Context: an optimization exercise on an open-source flow, tuned for small area, a short achievable clock period and few clock cycles. The choices shown serve that exercise and are no tape-out recipe.
Where RTL was checked, it was by simulation tests only, not by an equivalence proof against the original.
The RTL of runs 2 to 4 was laid out without a check of its function.
Power and IR drop assume default switching activity.

## design.v

```verilog
`timescale 1ns / 1ps
module Data_selector(
	input clk,
	input rst,
	input data_collect_finish,
	input [7:0] data_in,
	output reg [7:0] data_out,
	output reg [13:0] read_select,
	output reg [13:0] write_out_se,
	output reg data_process_finish,
	output reg wr_enable
    );
	localparam integer H   = 9;                     
	localparam integer K   = H - 2;                 
	localparam integer NB  = (98 + K - 1) / K;      
	localparam integer R0L = 100 - H;               
	localparam integer R0P = (NB - 2) * K;          
	localparam integer JW  = 4;                     
	localparam integer BW  = 4;                     
	localparam integer DN  = 100;                               
	localparam integer DC  = 1 - 100 * (H - 1);                 
	localparam integer DB  = -199;                              
	localparam integer DBL = (R0L - R0P - H + 1) * 100 - 99;    
	localparam integer DF  = -100 * (H - 1);                    
	localparam [13:0] A1  = -201;
	localparam [13:0] A2  = 100 * (H - 1) - 102;
	localparam [13:0] A3  = 98;
	localparam [13:0] A4  = -101 - DBL;
	localparam [13:0] A5  = -101 - DF;
	localparam [13:0] A6  = -100 * K - 101;
	localparam [13:0] A7  = -100 * (R0L - R0P) - 101;
	localparam [13:0] A8  = -100 * (R0L - R0P) - 2 + 100 * (H - 1);
	localparam [13:0] A9  = -200;
	localparam [13:0] A10 = 9899;
	localparam [13:0] A11 = 100 * (H - 2) - 1;
	localparam [13:0] A12 = 100 * (H - 2);
	localparam [1:0] S_NONE = 2'd0, S_BLUR = 2'd1, S_COLC = 2'd2, S_ROWC = 2'd3;
	reg running;
	reg p1, p2;                  
	reg [JW-1:0] j;              
	reg [6:0] c;                 
	reg [BW-1:0] b;              
	reg jl, j2, j1;              
	reg c0, c1, c99, cf;         
	reg bf, bl, bp;              
	reg [7:0] D [1:2*H-1];       
	reg [9:0] hp;                
	reg [9:0] h1, h2;            
	reg [11:0] q;                
	reg [1:0] src, src1;         
	reg [3:0] acode;             
	wire go = running | (data_collect_finish & ~data_process_finish & ~p1 & ~p2);
	wire [9:0] h0 = hp + {2'b0, data_in};
	wire [11:0] sum = q + {2'b0, h1};
	always @(*) begin
		src = S_NONE;
		acode = 4'd0;
		if (j2) begin
			if (c0) begin
				if (!bf) begin
					src = S_COLC;
					if (bl) acode = jl ? 4'd8 : 4'd7;
					else acode = jl ? 4'd3 : 4'd6;
				end
			end
			else if (cf) begin
				src = S_COLC;
				acode = jl ? 4'd10 : 4'd9;
			end
			else begin
				src = c1 ? S_COLC : S_BLUR;
				if (!jl) acode = 4'd1;
				else if (!c99) acode = 4'd2;
				else if (bl) acode = 4'd5;
				else if (bp) acode = 4'd4;
				else acode = 4'd3;
			end
		end
		else if (j1) begin
			if (bf && !cf) begin src = S_ROWC; acode = 4'd9; end
		end
		else begin
			if (cf) begin src = S_ROWC; acode = 4'd12; end
			else if (bl && !c0) begin src = S_ROWC; acode = 4'd11; end
		end
	end
	wire [13:0] aoff =
		(acode == 4'd1)  ? A1  :
		(acode == 4'd2)  ? A2  :
		(acode == 4'd3)  ? A3  :
		(acode == 4'd4)  ? A4  :
		(acode == 4'd5)  ? A5  :
		(acode == 4'd6)  ? A6  :
		(acode == 4'd7)  ? A7  :
		(acode == 4'd8)  ? A8  :
		(acode == 4'd9)  ? A9  :
		(acode == 4'd10) ? A10 :
		(acode == 4'd11) ? A11 : A12;
	reg [13:0] aoff1;
	wire [13:0] dsw = !c99 ? DC[13:0] : bl ? DF[13:0] : bp ? DBL[13:0] : DB[13:0];
	wire [13:0] a_row = read_select + 14'd100;
	wire [13:0] a_sw = read_select + dsw;
	always @(posedge clk or posedge rst) begin
		if (rst) begin
			running <= 1'b0;
			p1 <= 1'b0;
			p2 <= 1'b0;
			j <= 0;
			c <= 0;
			b <= 0;
			jl <= 1'b0;
			j2 <= 1'b0;
			j1 <= 1'b0;
			c0 <= 1'b1;
			c1 <= 1'b0;
			c99 <= 1'b0;
			cf <= 1'b0;
			bf <= 1'b1;
			bl <= 1'b0;
			bp <= (NB == 2);
			read_select <= 0;
			src1 <= S_NONE;
			wr_enable <= 1'b0;
			data_process_finish <= 1'b0;
		end
		else begin
			p2 <= p1;
			p1 <= 1'b0;
			src1 <= S_NONE;
			if (go) begin
				src1 <= src;
				running <= 1'b1;
				read_select <= !jl ? a_row : cf ? 14'd0 : a_sw;
				if (!jl) begin
					j <= j + 1'b1;
					jl <= (j == H - 2);
					j2 <= (j >= 1);
					j1 <= (j == 0);
				end
				else begin
					j <= 0;
					jl <= 1'b0;
					j2 <= 1'b0;
					j1 <= 1'b0;
					if (cf) begin
						c <= 0;
						b <= 0;
						c0 <= 1'b1;
						cf <= 1'b0;
						bf <= 1'b1;
						bl <= 1'b0;
						bp <= (NB == 2);
						running <= 1'b0;
						p1 <= 1'b1;
					end
					else if (c99) begin
						c99 <= 1'b0;
						if (bl) begin
							c <= 100;
							cf <= 1'b1;
						end
						else begin
							c <= 0;
							c0 <= 1'b1;
							b <= b + 1'b1;
							bf <= 1'b0;
							bl <= (b == NB - 2);
							bp <= (b == NB - 3);
						end
					end
					else begin
						c <= c + 1'b1;
						c0 <= 1'b0;
						c1 <= c0;
						c99 <= (c == 98);
					end
				end
			end
			wr_enable <= (src1 != S_NONE);
			if (p2) data_process_finish <= 1'b1;
			else if (!data_collect_finish) data_process_finish <= 1'b0;
		end
	end
	integer k;
	always @(posedge clk) begin
		aoff1 <= aoff;
		D[1] <= data_in;
		for (k = 2; k <= 2 * H - 1; k = k + 1) D[k] <= D[k-1];
		hp <= {2'b0, D[2*H-1]} + {1'b0, D[H-1], 1'b0};
		h1 <= h0;
		h2 <= h1;
		q <= {2'b0, h2} + {1'b0, h1, 1'b0};
		write_out_se <= read_select + aoff1;
		case (src1)
			S_BLUR: data_out <= sum[11:4];
			S_COLC: data_out <= D[H+2];
			default: data_out <= D[2];
		endcase
	end
endmodule
```

## flow/run.sh

```bash
#!/bin/bash
# Standard ORFS layout (the standard.sh), with two changes:
#  - port buffers are the smallest buffer (buf_1) instead of clkdlybuf4s50_1;
#  - clock tree built from clkbuf_8 in clusters of up to 20 sinks, without dummy loads.
set -euo pipefail
bash standard.sh \
  "BUFFER_PORTS_ARGS=-buffer_cell sky130_fd_sc_hd__buf_1" \
  "CTS_ARGS=-sink_clustering_enable -repair_clock_nets -dont_use_dummy_load -buf_list sky130_fd_sc_hd__clkbuf_8 -sink_clustering_size 20 -sink_clustering_max_diameter 60" \
  finish > standard_flow.log 2>&1
```

## standard.sh

```bash
#!/bin/bash
# synth_recipe.tcl (not shown) runs the flow's synth.tcl, then flattens the netlist and writes it again
# the make line also repeats each setting of config.mk as NAME=value (left out here)
make -C /OpenROAD-flow-scripts/flow DESIGN_CONFIG=/design/flow/config.mk WORK_HOME=/design/flow/orfs CLKGATE_MAP_FILE= SYNTH_SCRIPT=/design/flow/synth_recipe.tcl "${@:-finish}"
```

## constraint.sdc

```tcl
create_clock -name core_clock -period 5.5 [get_ports {clk}]
set_input_delay 1.1000 -clock core_clock [delete_from_list [all_inputs] [get_ports {clk}]]
set_output_delay 1.1000 -clock core_clock [all_outputs]
set_load 0.01 [all_outputs]
```

## config.mk

```make
export PLATFORM = sky130hd
export DESIGN_NAME = Data_selector
export DESIGN_NICKNAME = Data_selector
export VERILOG_FILES = /design/flow/design.v
export SDC_FILE = /design/flow/constraint.sdc
export NUM_CORES = 4
export LEC_CHECK = 0
export CAP_MARGIN = 20
export CORE_MARGIN = 2
export CORE_UTILIZATION = 40
export SETUP_SLACK_MARGIN = 3.0
export SLEW_MARGIN = 20
```

==> results of run 1 <==
state kept, by name (all words and copies together), names as in the netlist, 2 cells and up:
register / cells
D: 136
aoff1: 12
b: 4
c: 7
data_out: 8
h1: 10
h2: 10
hp: 10
j: 4
q: 12
read_select: 14
src1: 2
write_out_se: 14
final cells by class:
class / count / area, um^2 / area share
repair buffers: 61 / 278 / 0.0263
inverters: 48 / 181 / 0.0172
flip-flops and latches: 258 / 5410 / 0.512
multi-input cells: 562 / 3990 / 0.378
clock buffers: 22 / 303 / 0.0287
well taps: 319 / 399 / 0.0378
routing by layer:
| metal | global-route usage | share of wire | up-vias |
|---|---|---|---|
| met4 | 0.0384 | 0.021 | 0 |
| met3 | 0.0251 | 0.041 | 27 |
| li1 | - | - | 3223 |
| met5 | 0 | 0 | - |
| met1 | 0.194 | 0.48 | 2996 |
| met2 | 0.238 | 0.46 | 104 |
placed cells by master, fill, tap and decap left out, types with 5 or more instances in the layout:
cell,Yosys,routed
a211oi_1,6,6
a21boi_0,9,8
a21o_1,14,14
a21oi_1,43,41
a311oi_1,5,5
a31oi_1,9,8
and3_1,6,6
buf_1,1,48
buf_4,0,13
clkbuf_8,0,22
dfrtp_1,44,35
dfrtp_2,0,8
dfxtp_1,212,212
ha_1,69,68
inv_1,48,46
mux2i_1,7,7
nand2_1,63,61
nand2b_1,9,9
nand3_1,23,23
nand4_1,6,6
nor2_1,60,58
nor2b_1,14,14
nor3_1,22,22
o211ai_1,6,6
o21a_1,7,7
o21ai_0,50,47
o21ai_1,4,6
o221ai_1,5,5
or2_2,5,5
xnor2_1,28,28
xor2_1,15,15
power by group through the flow:
stage / Combinational (mW) / Sequential, mW / Clock, mW
floorplan: 1.98 / 2.61 / 0
detailed placement: 2.54 / 2.68 / 0
global route: 3.04 / 2.67 / 1.02
CTS: 2.63 / 2.62 / 0.961
global placement: 2.51 / 2.68 / 0
finish: 2.67 / 2.61 / 0.913
logic make-up after synthesis:
group / Yosys count / synth area share
buffers and inverters: 68 / 0.0269
xor gates and xnor gates: 43 / 0.0393
AOI/OAI and AO/OA: 204 / 0.141
muxes: 8 / 0.00849
adders and majority gates: 73 / 0.0984
DFF: 258 / 0.563
and+or+nand+nor: 234 / 0.123
metrics by stage:
stage	instances	util	hold WS [ps]	setup WS, ps
after detailed placement	1237	0.430	312	2470
after global routing	1270	0.450	311	2980
final	1270	0.450	298	3050
after global placement	1237	0.430	310	2500
after floorplan	888	-	310	2950
after CTS	1267	0.447	302	2960
worst paths after layout:
check	start	end	slack [ps]	cells past startpoint
max	data_collect_finish	read_select[13]	3050	8
min	D[4][3]	D[5][3]	300	0
max reg2reg	bl	read_select[10]	3070	10
min reg2reg	D[4][3]	D[5][3]	300	0
max in group asynchronous	rst	jl	4190	2
min in group asynchronous	rst	read_select[4]	700	2
repair_timing:
action                     in CTS  in global routing
gates cloned                    0                  0
setup endpoints to repair      21                 18
pin swaps                       1                  5
buffers inserted                8                  3
gates resized for setup        14                 12
hold buffers                    0                  0
worst reg2reg max path, stage by stage (launching register included):
cell,delay (ps)
dfrtp_2,450
inv_1,90
nand2_2,110
inv_2,130
ha_4,220
a211oi_2,330
o21ai_2,130
nand4_1,110
nand4b_1,160
mux2_2,310
a211o_1,260
==> metrics.yaml, run 1 <==
clock_skew_ps: 58.1
yosysSeqAreaShare: 0.563
end_kind: "register"
vias_per_cell: 5.00
cts.sinks: 258
seqPwrFrac: 0.422
setup_viol: 0
power.internal_mw: 3.86
dieArea_um2: 25200
gp_congestion: 0.811
hold_viol_final: 0
p_sw_mw: 2.34
netlist.area_leader.share: 0.443
slew_headroom: 0.443
crit_arrival_ps: 2880
path_buf_inv: 2
grt_use_total: 0.144
ios: 49
synthFlopType: "dfxtp_1"
firstDrtPassIters: 4
period_share: 0.446
synth_common_cells: "dfxtp_1 (212), ha_1 (69), nand2_1 (63)"
synthesis.area_um2: 9580
comb_power_share: 0.431
cpPeakStageDelay_ps: 590
fillers: 2197
power.density_nw_per_um2: 586
ir_drop_mv: 0.177
clk_latency_ps: 550
vias: 6350
syn_inst: 888
synthesis.nets: 972
cts_tree: "built"
worstPathCellList: "buf_1, nor4b_4, nor2_2, buf_4, or4b_4, nor3_1, a311oi_1, a31oi_1"
drt-total-wl_mm: 18.2
die_y_um: 159
cp_slowest_cell: "or4b_4"
synth.most_common_cell: "dfxtp_1"
status: "timing/DRC/antenna clean"
rsz0062_at_grt: "no"
postSynthAreaPerCell_um2: 10.8
drtIter0Drc: 310
grt_max_degree: 47
htreeDepth: 1
async_reset_ff_frac: 0.178
clockBufferDepth: 3
layout_min_cycle_time_ps: 2450
diodes: 0
start_kind: "input pin"
postPlaceCellArea_um2: 10100
num_rows: 56
coreArea_um2: 23500
antenna_found_initial: 0
hold_path.class: "reg -> reg"
sw_frac_of_total: 0.377
start_util: 0.408
synth_edf_count: 0
final_area_um2: 10600
synth_top_cell_by_area: "dfxtp_1"
die_x_um: 159
tns_ps: 0
drive_gt1_frac: 0.0831
drc: 0
io_buffers: 48
power_mw: 6.20
cts_root_buf: "clkbuf_8"
clockPowerShare: 0.147
slew_violations: 0
yosys_warnings: 2
tightest_slew_ps: 835
leakage_nw: 4.42
wl_per_cell_um: 14.3
crit_fanout: 29
syn2layout_area_growth_pct: 10.2
fmax_mhz: 408
synthTopCellsByArea: "dfxtp_1 (44%), dfrtp_1 (11%), ha_1 (9.0%), o21ai_0 (2.6%), xnor2_1 (2.6%)"
crit_family: "simple AND/OR/NAND/NOR gates"
grt_pass1_wl_mm: 30.2
critPathKind: "in -> reg"
clkTransAtPathRegs_ps: 100
cp.required_ps: 5930
fin_nets: 1037
grt_pass1_vias: 6159
grt_overflow: 0
max_cap_violations: 0
hpwl_mm: 12.8
cts_buffers: 22
drtAntennaViolNets: 0
ys_types: 73
synth-seq-cells: 258
Testbench counts, summed over its fixed seeds: cycles 302,736.
==> run 2, diff against run 1 <==
--- a/design.v
+++ b/design.v
@@ -10,13 +10,13 @@
 	output reg data_process_finish,
 	output reg wr_enable
     );
-	localparam integer H   = 9;                     
+	localparam integer H   = 7;                     
 	localparam integer K   = H - 2;                 
 	localparam integer NB  = (98 + K - 1) / K;      
 	localparam integer R0L = 100 - H;               
 	localparam integer R0P = (NB - 2) * K;          
-	localparam integer JW  = 4;                     
-	localparam integer BW  = 4;                     
+	localparam integer JW  = $clog2(H);
+	localparam integer BW  = $clog2(NB);
 	localparam integer DN  = 100;                               
 	localparam integer DC  = 1 - 100 * (H - 1);                 
 	localparam integer DB  = -199;                              
@@ -43,16 +43,24 @@
 	reg jl, j2, j1;              
 	reg c0, c1, c99, cf;         
 	reg bf, bl, bp;              
-	reg [7:0] D [1:2*H-1];       
-	reg [9:0] hp;                
-	reg [9:0] h1, h2;            
-	reg [11:0] q;                
+	reg [7:0] D [1:2*H];         
+	reg [9:0] h1, h2, h3;        
 	reg [1:0] src, src1;         
-	reg [3:0] acode;             
+	reg [3:0] acode, acode1;     
+	reg [13:0] delta;            
+	reg zero;                    
 	wire go = running | (data_collect_finish & ~data_process_finish & ~p1 & ~p2);
+	wire [9:0] hp = {2'b0, D[2*H]} + {1'b0, D[H], 1'b0};
 	wire [9:0] h0 = hp + {2'b0, data_in};
-	wire [11:0] sum = q + {2'b0, h1};
+	wire [11:0] sum = ({2'b0, h3} + {1'b0, h2, 1'b0}) + {2'b0, h1};
 	always @(*) begin
+		zero = 1'b0;
+		if (!jl) delta = DN;
+		else if (cf) begin delta = 0; zero = 1'b1; end
+		else if (!c99) delta = DC;
+		else if (bl) delta = DF;
+		else if (bp) delta = DBL;
+		else delta = DB;
 		src = S_NONE;
 		acode = 4'd0;
 		if (j2) begin
@@ -84,22 +92,23 @@
 			else if (bl && !c0) begin src = S_ROWC; acode = 4'd11; end
 		end
 	end
-	wire [13:0] aoff =
-		(acode == 4'd1)  ? A1  :
-		(acode == 4'd2)  ? A2  :
-		(acode == 4'd3)  ? A3  :
-		(acode == 4'd4)  ? A4  :
-		(acode == 4'd5)  ? A5  :
-		(acode == 4'd6)  ? A6  :
-		(acode == 4'd7)  ? A7  :
-		(acode == 4'd8)  ? A8  :
-		(acode == 4'd9)  ? A9  :
-		(acode == 4'd10) ? A10 :
-		(acode == 4'd11) ? A11 : A12;
-	reg [13:0] aoff1;
-	wire [13:0] dsw = !c99 ? DC[13:0] : bl ? DF[13:0] : bp ? DBL[13:0] : DB[13:0];
-	wire [13:0] a_row = read_select + 14'd100;
-	wire [13:0] a_sw = read_select + dsw;
+	reg [13:0] aoff;
+	always @(*) begin
+		case (acode1)
+			4'd1: aoff = A1;
+			4'd2: aoff = A2;
+			4'd3: aoff = A3;
+			4'd4: aoff = A4;
+			4'd5: aoff = A5;
+			4'd6: aoff = A6;
+			4'd7: aoff = A7;
+			4'd8: aoff = A8;
+			4'd9: aoff = A9;
+			4'd10: aoff = A10;
+			4'd11: aoff = A11;
+			default: aoff = A12;
+		endcase
+	end
 	always @(posedge clk or posedge rst) begin
 		if (rst) begin
 			running <= 1'b0;
@@ -130,7 +139,7 @@
 			if (go) begin
 				src1 <= src;
 				running <= 1'b1;
-				read_select <= !jl ? a_row : cf ? 14'd0 : a_sw;
+				read_select <= zero ? 14'd0 : read_select + delta;
 				if (!jl) begin
 					j <= j + 1'b1;
 					jl <= (j == H - 2);
@@ -183,14 +192,13 @@
 	end
 	integer k;
 	always @(posedge clk) begin
-		aoff1 <= aoff;
+		acode1 <= acode;
 		D[1] <= data_in;
-		for (k = 2; k <= 2 * H - 1; k = k + 1) D[k] <= D[k-1];
-		hp <= {2'b0, D[2*H-1]} + {1'b0, D[H-1], 1'b0};
+		for (k = 2; k <= 2 * H; k = k + 1) D[k] <= D[k-1];
 		h1 <= h0;
 		h2 <= h1;
-		q <= {2'b0, h2} + {1'b0, h1, 1'b0};
-		write_out_se <= read_select + aoff1;
+		h3 <= h2;
+		write_out_se <= read_select + aoff;
 		case (src1)
 			S_BLUR: data_out <= sum[11:4];
 			S_COLC: data_out <= D[H+2];
==> run.sh (new file) <==
#!/bin/bash
# synth_recipe.tcl (not shown) runs the flow's synth.tcl, then flattens the netlist and writes it again
# the make line also repeats each setting of config.mk as NAME=value (left out here)
make -C /OpenROAD-flow-scripts/flow DESIGN_CONFIG=/design/flow/config.mk WORK_HOME=/design/flow/orfs CLKGATE_MAP_FILE= SYNTH_SCRIPT=/design/flow/synth_recipe.tcl finish
removed: flow/run.sh
removed: standard.sh
==> run 2 against run 1 <==
  * Still clean
  * Power rose by 26%
  * Setup slack worse by 320 ps
  * Sequential share of layout area shrank 7.9 points
  * Critical path type is now reg -> reg
  * Largest power group unchanged
==> metrics.yaml, run 2 <==
status: "timing/DRC/antenna clean"
syn_inst: 741
cts_tree: "built"
clkTransAtPathRegs_ps: 60
syn2layout_area_growth_pct: 28.4
hpwl_mm: 11.0
drtIter0Drc: 243
cts_root_buf: "clkbuf_16"
ios: 49
postPlaceCellArea_um2: 9200
cts_buffers: 24
leakage_nw: 4.76
period_share: 0.505
synthFlopType: "dfxtp_1"
final_cell_mix: "dfxtp_1 (174), ha_1 (59), buf_4 (49), inv_1 (43), nor2_1 (40)"
worstPathCellList: "inv_2, fa_1, inv_1, ha_1, a41o_1, or4_4, a31o_1, a21o_1, a21oi_2, o221ai_2"
path_buf_inv: 2
biggestRegsByFlops: "D: 112 flops, read_select: 14 flops, write_out_se: 14 flops"
postSynthAreaPerCell_um2: 11.3
slew_headroom: 0.557
ir_drop_mv: 0.470
grt_pass1_vias: 5499
fin_nets: 946
drive_gt1_frac: 0.195
die_y_um: 149
max_cap_violations: 0
synthesis.area_um2: 8400
ys_types: 66
layout_min_cycle_time_ps: 2780
synth_common_cells: "dfxtp_1 (175), ha_1 (68), inv_1 (48)"
regArea_um2: 4670
power_mw: 7.83
clockBufferDepth: 3
gp_congestion: 0.828
vias_per_cell: 4.87
fillers: 1844
synth_edf_count: 0
start_kind: "register"
fmax_mhz: 360
final_core_util: 0.518
yosys_warnings: 2
grt_use_total: 0.153
netlist.area_leader.share: 0.417
yosys.area_share.simple: 0.0935
synthMuxAreaShare: 0.00745
antenna_found_initial: 0
htreeDepth: 1
cpPeakStageDelay_ps: 520
hold_viol_final: 0
synth_xor_area_frac: 0.0375
synth.most_common_cell: "dfxtp_1"
final_common_cell: "dfxtp_1"
clk_latency_ps: 500
tns_ps: 0
dieArea_um2: 22200
rsz0062_at_grt: "yes"
power.density_nw_per_um2: 726
diodes: 0
crit_arrival_ps: 3130
coreArea_um2: 20800
tightest_slew_ps: 664
drtAntennaViolNets: 0
synth_top_cell_by_area: "dfxtp_1"
start_util: 0.403
grt_overflow: 0
synth_fa_ha_area_frac: 0.144
io_buffers: 48
largest_register_ffs: 112
crit_fanout: 3
yosysSeqAreaShare: 0.554
async_reset_ff_frac: 0.208
drc: 0
end_kind: "register"
cts.sinks: 221
synth_compound_area_frac: 0.133
clock_skew_ps: 10.7
setup_viol: 0
final_area_um2: 10800
num_rows: 53
synth_top_family_by_area: "adder cells"
drt-total-wl_mm: 16.9
critPathKind: "reg -> reg"
synthTopCellsByArea: "dfxtp_1 (42%), dfrtp_1 (13%), ha_1 (10%), fa_1 (4.3%), a21oi_1 (2.3%)"
cp.required_ps: 5860
wl_per_cell_um: 14.9
crit_family: "compound AO/OA/AOI/OAI gates"
multi_input_area_um2: 3810
synth-seq-cells: 221
slew_violations: 0
grt_max_degree: 47
cp_slowest_cell: "fa_1"
vias: 5561
grt_pass1_wl_mm: 27.4
firstDrtPassIters: 4
registers.top_by_ff_count: "D"
holdBufCountCts: 0
die_x_um: 149
hold_path.class: "reg -> reg"
synthesis.nets: 838
==> run 2: where the power goes <==
part           switching [mW]  internal (mW)
sequential              0.270           2.03
combinational            1.93           1.78
clock                   0.647           1.19
==> run 2: worst paths after layout <==
| kind | from | to | slack, ps | cells past startpoint |
|---|---|---|---|---|
| min in group asynchronous | rst | p2 | 1070 | 3 |
| max | h1[2] | data_out[7] | 2720 | 10 |
| max in group asynchronous | rst | read_select[3] | 3980 | 3 |
| max reg2reg | h1[2] | data_out[7] | 2720 | 10 |
| min reg2reg | D[3][1] | D[4][1] | 320 | 0 |
| min | D[3][1] | D[4][1] | 320 | 0 |
==> run 2: metrics by stage <==
stage	instances	hold WS, ps	worst slack [ps]
5_1_grt	1141	331	2610
6_report	1141	323	2720
2_1_floorplan	741	310	2580
3_3_place_gp	1052	310	2050
3_5_place_dp	1052	312	2010
4_1_cts	1117	325	2710
==> run 2: timing repair <==
item                                    CTS  global route
buffers inserted                         22            24
pin swaps                                20            26
resized for setup                        70            44
endpoints found under the setup margin   62            35
==> run 2: logic make-up after synthesis <==
family / count (synthesis)
compound gates: 167
xor+xnor: 36
fa+ha+maj: 86
buf+inv: 65
flops: 221
mux: 6
simple gates: 160
==> run 2: layout make-up <==
type                    instances  area share
well taps                     275      0.0319
repair buffers                 98      0.0776
multi-input cells             455       0.354
clock inverters                13      0.0215
flip-flops and latches        221       0.433
clock buffers                  30      0.0646
inverters                      49      0.0179
==> run 2: layer usage <==
layer / track usage / vias up / wire, um
met5: 0 / - / 0
met4: 0.0476 / 0 / 301
met3: 0.0245 / 28 / 633
met2: 0.252 / 90 / 7980
met1: 0.206 / 2651 / 8030
li1: - / 2792 / -
==> run 3, diff against run 2 <==
--- a/config.mk
+++ b/config.mk
@@ -8,5 +8,4 @@
 export CAP_MARGIN = 20
 export CORE_MARGIN = 2
 export CORE_UTILIZATION = 40
-export SETUP_SLACK_MARGIN = 3.0
 export SLEW_MARGIN = 20
==> run 3 against run 2 <==
  * Clock power down 13%
  * Synthesized cell count stayed put
  * Via count down 3.7%
  * Worst hold slack worse by 7.8 ps
  * Core utilization is 3.9 points lower
==> metrics.yaml, run 3 <==
status: "timing/DRC/antenna clean"
synthFlopType: "dfxtp_1"
grt_overflow: 0
coreArea_um2: 20800
gp_congestion: 0.822
dieArea_um2: 22200
holdBufCountCts: 0
grt_use_total: 0.144
vias: 5354
hp-start: "D[6][2]"
hold_viol_final: 0
instances_no_fill: 1092
clk_latency_ps: 520
reg2reg_slack_ps: 2400
vias_per_cell: 4.90
drc: 0
crit_arrival_ps: 3530
synth_top_cell_by_area: "dfxtp_1"
hold_path.class: "reg -> reg"
setup_viol: 0
fmax_mhz: 323
largest_register_ffs: 112
clock_skew_ps: 17.4
cts_setup_buffers: 0
power.density_nw_per_um2: 715
cts.sinks: 221
grt_pass1_vias: 5163
layout_min_cycle_time_ps: 3100
io_buffers: 48
yosys_warnings: 2
clockBufferDepth: 3
holdPathStages: 0
ys_types: 66
tightest_slew_ps: 894
max_cap_violations: 0
worstPathCellList: "clkinv_1, nor2_1, inv_1, ha_1, o221ai_2, o2111ai_2, a21oi_1, a311o_1, o21ai_1"
synthesis.area_um2: 8400
worstRegToRegCells: 9
die_y_um: 149
synth_common_cells: "dfxtp_1 (175), ha_1 (68), inv_1 (48)"
crit_family: "compound AO/OA/AOI/OAI gates"
final_common_cell: "dfxtp_1"
whs_endpoint: "D[7][2]"
end_kind: "register"
cts_buffers: 23
start_util: 0.403
cts_root_buf: "clkbuf_16"
firstDrtPassIters: 4
path_buf_inv: 2
clkTransAtPathRegs_ps: 60
die_x_um: 149
final_cell_mix: "dfxtp_1 (175), ha_1 (68), clkdlybuf4s50_1 (48), inv_1 (47), nor2_1 (45)"
drtAntennaViolNets: 0
reg2reg_from: "jl"
drive_gt1_frac: 0.0698
cp.required_ps: 5940
ios: 49
syn_inst: 741
grt_pass1_wl_mm: 25.9
htreeDepth: 1
synth_edf_count: 0
biggestRegsByFlops: "D: 112 flops, read_select: 14 flops, write_out_se: 14 flops"
dp_cells: 1050
synth-seq-cells: 221
period_share: 0.563
postSynthAreaPerCell_um2: 11.3
num_rows: 53
hpwl_mm: 10.8
leakage_nw: 4.39
drtIter0Drc: 208
synthTopCellsByArea: "dfxtp_1 (42%), dfrtp_1 (13%), ha_1 (10%), fa_1 (4.3%), a21oi_1 (2.3%)"
rr_endpoint: "read_select[13]"
registers.top_by_ff_count: "D"
syn2layout_area_growth_pct: 18.7
ir_drop_mv: 0.353
cpPeakStageDelay_ps: 560
diodes: 0
wl_per_cell_um: 14.2
netlist.area_leader.share: 0.417
start_kind: "register"
cts_resized: 0
drt-total-wl_mm: 15.5
fin_nets: 897
grt_max_degree: 47
async_reset_ff_frac: 0.208
critPathKind: "reg -> reg"
cp_slowest_cell: "dfrtp_1"
yosysSeqAreaShare: 0.554
synth.most_common_cell: "dfxtp_1"
cts_tree: "built"
tns_ps: 0
rsz0062_at_grt: "no"
slew_violations: 0
crit_fanout: 11
synthesis.nets: 838
antenna_found_initial: 0
slew_headroom: 0.404
[run 3: cells by family (layout without fill, tap and decap cells)]
logic type / after synthesis / in the layout / synth area share
flops: 221 / 221 / 0.554
compound gates: 167 / 167 / 0.133
simple gates: 160 / 160 / 0.0935
fa+ha+maj: 86 / 86 / 0.144
buf+inv: 65 / 141 / 0.0301
xor+xnor: 36 / 36 / 0.0375
mux: 6 / 6 / 0.00745
[run 3: cell type report]
type	count	area [um^2]
Clock inverter	10	121
Timing Repair Buffer	50	495
Tap cell	275	344
Clock buffer	32	681
Multi-Input combinational cell	455	3490
Inverter	49	185
Sequential cell	221	4660
Fill cell	1903	10800
[run 3: where the power goes]
group	internal, mW	leakage (nW)	switching [mW]
Combinational	1.53	1.95	1.69
Sequential	2.02	2.05	0.286
Clock	0.966	0.397	0.633
Total	4.52	4.39	2.60
[run 3: through the flow]
stage               hold slack, ps  area [um^2]  power (mW)   util  worst slack (ps)
floorplan                      310         8400        4.67      -              2460
global placement               310         9170        5.55  0.440              1910
detailed placement             312         9170        5.56  0.440              1870
CTS                            319         9970        7.21  0.479              2420
global route                   320         9970        7.73  0.479              2140
finish                         315         9970        7.13  0.479              2400
[run 3: how the worst max path moves through the flow]
stage / start / to / cells after the start
after floorplan: data_in[2] / h1[8] / 8
after global placement: data_in[2] / h1[8] / 9
after detailed placement: data_in[2] / h1[8] / 9
after CTS: data_in[2] / h1[8] / 9
after global routing: jl / read_select[10] / 9
final: jl / read_select[13] / 9
[run 3: routing by layer]
layer / vias up / track usage / share of wire
met5: - / 0 / 0
met3: 33 / 0.0278 / 0.041
met2: 86 / 0.226 / 0.44
li1: 2701 / - / -
met4: 0 / 0.0457 / 0.028
met1: 2534 / 0.200 / 0.49
==> run 4, diff against run 3 <==
--- a/design.v
+++ b/design.v
@@ -44,7 +44,8 @@
 	reg c0, c1, c99, cf;         
 	reg bf, bl, bp;              
 	reg [7:0] D [1:2*H];         
-	reg [9:0] h1, h2, h3;        
+	reg [9:0] h1, h2;            
+	reg [11:0] q;                
 	reg [1:0] src, src1;         
 	reg [3:0] acode, acode1;     
 	reg [13:0] delta;            
@@ -52,7 +53,7 @@
 	wire go = running | (data_collect_finish & ~data_process_finish & ~p1 & ~p2);
 	wire [9:0] hp = {2'b0, D[2*H]} + {1'b0, D[H], 1'b0};
 	wire [9:0] h0 = hp + {2'b0, data_in};
-	wire [11:0] sum = ({2'b0, h3} + {1'b0, h2, 1'b0}) + {2'b0, h1};
+	wire [11:0] sum = q + {2'b0, h1};
 	always @(*) begin
 		zero = 1'b0;
 		if (!jl) delta = DN;
@@ -92,23 +93,18 @@
 			else if (bl && !c0) begin src = S_ROWC; acode = 4'd11; end
 		end
 	end
-	reg [13:0] aoff;
-	always @(*) begin
-		case (acode1)
-			4'd1: aoff = A1;
-			4'd2: aoff = A2;
-			4'd3: aoff = A3;
-			4'd4: aoff = A4;
-			4'd5: aoff = A5;
-			4'd6: aoff = A6;
-			4'd7: aoff = A7;
-			4'd8: aoff = A8;
-			4'd9: aoff = A9;
-			4'd10: aoff = A10;
-			4'd11: aoff = A11;
-			default: aoff = A12;
-		endcase
-	end
+	wire [13:0] aoff =
+		(acode1 == 4'd1)  ? A1  :
+		(acode1 == 4'd2)  ? A2  :
+		(acode1 == 4'd3)  ? A3  :
+		(acode1 == 4'd4)  ? A4  :
+		(acode1 == 4'd5)  ? A5  :
+		(acode1 == 4'd6)  ? A6  :
+		(acode1 == 4'd7)  ? A7  :
+		(acode1 == 4'd8)  ? A8  :
+		(acode1 == 4'd9)  ? A9  :
+		(acode1 == 4'd10) ? A10 :
+		(acode1 == 4'd11) ? A11 : A12;
 	always @(posedge clk or posedge rst) begin
 		if (rst) begin
 			running <= 1'b0;
@@ -197,7 +193,7 @@
 		for (k = 2; k <= 2 * H; k = k + 1) D[k] <= D[k-1];
 		h1 <= h0;
 		h2 <= h1;
-		h3 <= h2;
+		q <= {2'b0, h2} + {1'b0, h1, 1'b0};
 		write_out_se <= read_select + aoff;
 		case (src1)
 			S_BLUR: data_out <= sum[11:4];
--- a/config.mk
+++ b/config.mk
@@ -8,4 +8,5 @@
 export CAP_MARGIN = 20
 export CORE_MARGIN = 2
 export CORE_UTILIZATION = 40
+export SETUP_SLACK_MARGIN = 3.2
 export SLEW_MARGIN = 20
==> run 4 against run 3 <==
  * Largest power group unchanged
  * Setup slack better by 440 ps
  * Synthesized cell count grew 0.81%
  * Combinational power is 11% higher
  * Critical path depth up 2
  * Still clean
==> metrics.yaml, run 4 <==
cts_tree: "built"
dieArea_um2: 21700
end_kind: "register"
clock_skew_ps: 18.1
grt_max_degree: 47
cp.required_ps: 5880
synth_fa_ha_area_frac: 0.127
cts_root_buf: "clkbuf_16"
period_share: 0.483
clkTransAtPathRegs_ps: 70
synthMuxAreaShare: 0.00794
start_util: 0.406
synth_xor_area_frac: 0.0459
clk_latency_ps: 510
yosys.area_share.simple: 0.0977
yosys_warnings: 2
clockBufferDepth: 3
drt-total-wl_mm: 18.5
fillers: 1694
layout_min_cycle_time_ps: 2660
grt_pass1_vias: 6053
hold_slack_ps: 323
cts_buffers: 24
vias: 5971
die_y_um: 147
syn2layout_area_growth_pct: 35.5
synthesis.area_um2: 8200
hold_viol_final: 0
synth_compound_area_frac: 0.142
final_common_cell: "dfxtp_1"
synth-seq-cells: 216
largest_register_ffs: 112
drtIter0Drc: 204
registers.top_by_ff_count: "D"
grt_use_total: 0.168
grt_overflow: 0
synthTopCellsByArea: "dfxtp_1 (42%), dfrtp_1 (13%), ha_1 (10%), o21ai_0 (3.1%), a21oi_1 (2.7%)"
synth_top_family_by_area: "compound AO/OA/AOI/OAI gates"
synthFlopType: "dfxtp_1"
biggestRegsByFlops: "D: 112 flops, read_select: 14 flops, write_out_se: 14 flops"
drt-met1-wl_mm: 7.98
synth.most_common_cell: "dfxtp_1"
coreArea_um2: 20200
synthesis.nets: 835
slew_headroom: 0.583
wl_per_cell_um: 15.6
rsz0062_at_grt: "yes"
hpwl_mm: 11.6
ys_types: 54
drc: 0
tightest_slew_ps: 626
crit_fanout: 5
postPlaceCellArea_um2: 9150
fin_nets: 985
setup_viol: 0
vias_per_cell: 5.04
final_cell_mix: "dfxtp_1 (164), buf_4 (77), nand2_1 (54), ha_1 (48), o21ai_0 (40)"
routed.top_layer: "met4"
num_rows: 52
postSynthAreaPerCell_um2: 11.0
final_area_um2: 11100
firstDrtPassIters: 4
antenna_found_initial: 0
grt_pass1_wl_mm: 29.8
drtAntennaViolNets: 0
ios: 49
critPathKind: "reg -> reg"
cts.sinks: 216
status: "timing/DRC/antenna clean"
async_reset_ff_frac: 0.213
synth_edf_count: 0
power.density_nw_per_um2: 658
io_buffers: 48
slew_violations: 0
multi_input_area_um2: 4010
diodes: 0
yosysSeqAreaShare: 0.556
tns_ps: 0
die_x_um: 147
crit_arrival_ps: 3040
met2RoutedLength_mm: 9.18
hold_path.class: "reg -> reg"
leakage_nw: 4.93
gp_congestion: 0.910
htreeDepth: 1
syn_inst: 747
netlist.area_leader.share: 0.415
drive_gt1_frac: 0.284
ir_drop_mv: 0.359
holdBufCountCts: 0
synth_top_cell_by_area: "dfxtp_1"
start_kind: "register"
synth_common_cells: "dfxtp_1 (170), ha_1 (67), nand2_1 (58)"
fmax_mhz: 376
regArea_um2: 4600
wl_met3_um: 891
final_core_util: 0.551
max_cap_violations: 0
run 4: cell count changes in the layout (fill, tap and decap cells not counted), moves of 16 or more:
cell / previous run / this run
buf_4: 2 / 77
a21oi_2: 1 / 23
a21oi_1: 38 / 21
dlygate4sd2_1: 0 / 26
inv_1: 47 / 29
ha_1: 68 / 48
ha_4: 0 / 16
nand2_1: 37 / 54
clkdlybuf4s50_1: 48 / 3
run 4: worst paths after layout:
kind / cells after the start / from / slack [ps] / endpoint
worst max-delay path: 11 / c99 / 2840 / read_select[13]
worst min-delay path: 0 / D[11][2] / 320 / D[12][2]
worst max register to register: 11 / c99 / 2840 / read_select[13]
worst min register to register: 0 / D[11][2] / 320 / D[12][2]
max in group asynchronous: 3 / rst / 3950 / read_select[7]
min in group asynchronous: 3 / rst / 1060 / wr_enable
run 4: through the flow:
step                cells  total power [mW]  setup WS (ps)
floorplan             747              4.15           2590
global placement     1050              4.84           1950
detailed placement   1050              4.93           1920
CTS                  1163              6.98           2830
global route         1185              7.80           2750
finish               1185              7.31           2840
run 4: final cells by class:
class	instances	area share
sequential	216	0.414
timing repair buffer	140	0.109
clock inverter	18	0.0152
inverter	35	0.0136
multi-input combinational	480	0.361
tap	270	0.0304
clock buffer	26	0.0567
run 4: timing repair:
action | 4_1_cts | 5_1_grt
setup endpoints to repair | 88 | 44
buffers inserted | 69 | 21
pin swaps | 47 | 63
cloned | 0 | 1
gates resized for setup | 135 | 56
run 4: cells by family after synthesis:
group,Yosys count
multiplexers,6
adder cells (fa/ha/maj),77
AO/OA/AOI/OAI,181
AND/OR/NAND/NOR,172
XOR/XNOR,43
flip-flops,216
buffers and inverters,52
run 4: where the power goes:
group	internal [mW]	switching, mW	leakage, nW
Combinational	1.84	1.72	2.56
Sequential	1.95	0.213	1.98
Clock	0.903	0.681	0.390
Total	4.70	2.61	4.93
run 4: routing by layer:
layer  vias to the layer above  global-route usage
met3                        39              0.0270
met4                         0              0.0625
li1                       2916                   -
met5                         -                   0
met1                      2880               0.212
met2                       136               0.290
run 4: worst max-delay path: stages (launching register included):
cell and delay [ps]:
dfrtp_2 450, nor2b_4 150, buf_12 120, a21oi_2 240
ha_4 260, a21oi_2 210, a21oi_2 90, o22a_1 220
a211o_1 240, a21oi_2 190, mux2i_1 230, o221ai_2 110

## what the ideal ports hide
The results above use ideal ports. As a check the final layouts listed here were re-extracted and re-timed, cells and wires unchanged. Step 1 (the two cells are an assumption about what drives the block):
set clk [get_ports {clk}]
set_driving_cell -lib_cell sky130_fd_sc_hd__clkbuf_16 $clk
set_driving_cell -lib_cell sky130_fd_sc_hd__buf_2 [delete_from_list [all_inputs] $clk]
Step 2 moves the port delays by t, midway between the first and last clock arrival at a register: inputs arrive t later, outputs are due t later. That takes back most of the time a late clock gives input paths. Slacks: no drivers / after step 1 / after step 2; pairs: no drivers / after step 1.
run | t, ns | setup WS [ns] | worst setup path after step 2
run 1 | 0.560 | 3.047 / 3.068 / 2.507 | input to register
run 2 | 0.540 | 2.724 / 2.724 / 2.382 | input to register
run 3 | 0.556 | 2.403 / 2.403 / 1.880 | input to register
run 4 | 0.547 | 2.841 / 2.841 / 2.354 | input to register
After both steps every run listed still meets setup and hold. The setup slack of run 1, which loses most, moves by +0.021 ns with the drivers and by -0.540 ns with both steps.
